What follows belongs to an exercise in optimizing a design on an open flow for small area, a short achievable clock period and few clock cycles per item; a production flow would make more cautious choices. In this exercise RTL edits were held to simulation tests only and were not proved equivalent to the original. Power is estimated from default activity; no workload was simulated.

Setup of trial 80:
## mat_mul
module mat_mul #
    (
        parameter integer DIM_LOG = 2,
        parameter integer DIM = 2**DIM_LOG,
        parameter integer SIZE = DIM*DIM,
        parameter integer SIZE_LOG = 2*DIM_LOG,
        parameter integer DATA_WIDTH = 32
    )
    (
        input wire  s00_axi_aclk,
        input wire  s00_axi_aresetn,
        output wire  s00_axis_tready,
        input wire [DATA_WIDTH-1 : 0] s00_axis_tdata,
        input wire  s00_axis_tlast,
        input wire  s00_axis_tvalid,
        output wire  m00_axis_tvalid,
        output wire [DATA_WIDTH-1 : 0] m00_axis_tdata,
        output wire [(DATA_WIDTH/8)-1 : 0] m00_axis_tstrb,
        output wire  m00_axis_tlast,
        input wire  m00_axis_tready,
        input wire sel,
        input wire start
    );
Size: roughly 7,400 cells after synthesis, roughly 2,200 flip-flops, roughly 110,000 sq um of cells after synthesis.
==> flow/config.mk <==
export PLATFORM = sky130hd
export DESIGN_NAME = mat_mul
export DESIGN_NICKNAME = mat_mul
export VERILOG_FILES = /design/flow/design.v
export SDC_FILE = /design/flow/constraint.sdc
export NUM_CORES = 4
export LEC_CHECK = 0
export CAP_MARGIN = 20
export CORE_MARGIN = 2
export CORE_UTILIZATION = 40
export CTS_BUF_LIST = sky130_fd_sc_hd__clkbuf_8
export PLACE_DENSITY = 0.6
export SLEW_MARGIN = 20
==> flow/constraint.sdc <==
create_clock -name core_clock -period 10.0 [get_ports {s00_axi_aclk}]
set_input_delay 2.0000 -clock core_clock [delete_from_list [all_inputs] [get_ports {s00_axi_aclk}]]
set_output_delay 2.0000 -clock core_clock [all_outputs]
set_load 0.01 [all_outputs]
standard.sh (not shown) runs the stock make flow with config.mk's settings and CLKGATE_MAP_FILE= SYNTH_SCRIPT=/design/flow/synth_recipe.tcl, a recipe that flattens the netlist after the stock synthesis.
==> flow/flow/run.sh <==
#!/bin/bash
# Standard layout (the standard.sh, unchanged synthesis) with timing repair
# aimed below the 10 ns clock: repair_timing works until the setup slack
# reaches SETUP_SLACK_MARGIN, so the layout gets faster than the clock asks.
set -euo pipefail
export SETUP_SLACK_MARGIN=6.3
bash standard.sh > standard_make.log 2>&1
Testbench counts of trial 80, summed over its fixed seeds: cycles 6,512, jobs 192.
[inputs] build 83 vs trial 80
--- a/flow/flow/run.sh
+++ b/flow/flow/run.sh
@@ -5,3 +5,3 @@
 set -euo pipefail
-export SETUP_SLACK_MARGIN=6.3
+export SETUP_SLACK_MARGIN=6
 bash standard.sh > standard_make.log 2>&1
Results
- All of build 83 and trial 80 finish clean.
- Worst supply voltage drop on vdd in build 83 vs trial 80: down about 26%
- Delta (build 83 minus trial 80): detailed-routed wire length on met3 -160 um; total number of sequential cells ~0 delta; power -3.0%.
- Slew at the pin with the worst max-slew slack was higher in the run labelled build 83.
- Final period demand of the worst path, build 83 and trial 80, lower one = trial 80.
- Compared build 83 against trial 80; total placed cells including tap cells within noise.


== the reference run ==
mat_mul, a different RTL version from the one above (not shown whole).
Size in the first run: about 2,300 flip-flops, ~78 I/O pins.
==> flow/config.mk <==
export PLATFORM = sky130hd
export DESIGN_NAME = mat_mul
export DESIGN_NICKNAME = mat_mul
export VERILOG_FILES = /design/flow/design.v
export SDC_FILE = /design/flow/constraint.sdc
export NUM_CORES = 4
export LEC_CHECK = 0
export CAP_MARGIN = 20
export CORE_MARGIN = 2
export CORE_UTILIZATION = 50
export CTS_BUF_LIST = sky130_fd_sc_hd__clkbuf_16
export CTS_CLUSTER_DIAMETER = 70
export CTS_CLUSTER_SIZE = 22
export PLACE_DENSITY = 0.65
export SLEW_MARGIN = 20
==> flow/constraint.sdc <==
create_clock -name core_clock -period 10.0 [get_ports {s00_axi_aclk}]
set_input_delay 2.0000 -clock core_clock [delete_from_list [all_inputs] [get_ports {s00_axi_aclk}]]
set_output_delay 2.0000 -clock core_clock [all_outputs]
set_load 0.01 [all_outputs]
==> flow/flow/run.sh <==
#!/bin/bash
# Standard layout (the standard.sh, unchanged synthesis) with timing repair
# aimed below the 10 ns clock: repair_timing works until the setup slack
# reaches SETUP_SLACK_MARGIN, so the layout gets faster than the clock asks.
set -euo pipefail
export SETUP_SLACK_MARGIN=6.4
bash standard.sh > standard_make.log 2>&1
Testbench counts of the reference run, summed over its fixed seeds: cycles 6,512, jobs 192.
Setup changes, the reference run to the trial run
Settings: swapping sky130_fd_sc_hd__clkbuf_16 for sky130_fd_sc_hd__clkbuf_8 in CTS_BUF_LIST; swapping 50 for 40 in CORE_UTILIZATION; clearing CTS_CLUSTER_DIAMETER, which used to be 70; swapping 0.65 for 0.6 in PLACE_DENSITY; clearing CTS_CLUSTER_SIZE, which used to be 22.
--- a/flow/flow/run.sh
+++ b/flow/flow/run.sh
@@ -4,4 +4,4 @@
 # reaches SETUP_SLACK_MARGIN, so the layout gets faster than the clock asks.
 set -euo pipefail
-export SETUP_SLACK_MARGIN=6.4
+export SETUP_SLACK_MARGIN=6.6
 bash standard.sh > standard_make.log 2>&1
Results
Per the comparison of the trial run with the reference run, fraction of area in multi-input gates now smaller, portion of the clock cycle consumed by the worst path in the final layout now larger. The reference run → the trial run: design area up 4.1%; via count up 3.3%; weighted congestion reported at the end of routability-driven placement flat; cell-internal power up 5.9%; number of post-CTS setup repair buffers up 52%.

## re-timing with driven ports
Ports are ideal in the flow. The routed layouts listed here were re-timed in OpenROAD. Step 1 sets driving cells, clkbuf_16 on the clock port and buf_2 on the other inputs (assumed; they add their load-dependent delay and slew). Step 2 adds t to the input delays and takes it off the output delays; t is the mean of the earliest and latest rising clock arrival at the registers after step 1. Input paths then give back, and output paths get back, about the clock's delay inside the block. Slacks: ideal ports / drivers / drivers and shift; pairs: ideal ports / drivers.
run	t (ns)	setup WS [ns]	worst setup path at the end	pins driven straight from the clock port
trial 80	1.113	6.179 / 6.150 / 5.898	input to register	1
build 83	1.082	6.052 / 6.051 / 6.052	register to register	1
the reference run	0.918	6.411 / 6.341 / 6.008	input to register	1
the trial run	1.111	6.097 / 6.008 / 6.010	input to register	1
After both steps setup and hold are still met in every run listed. For the reference run, which loses most, drivers alone change the setup slack by -0.070 ns; drivers and shift together by -0.403 ns.
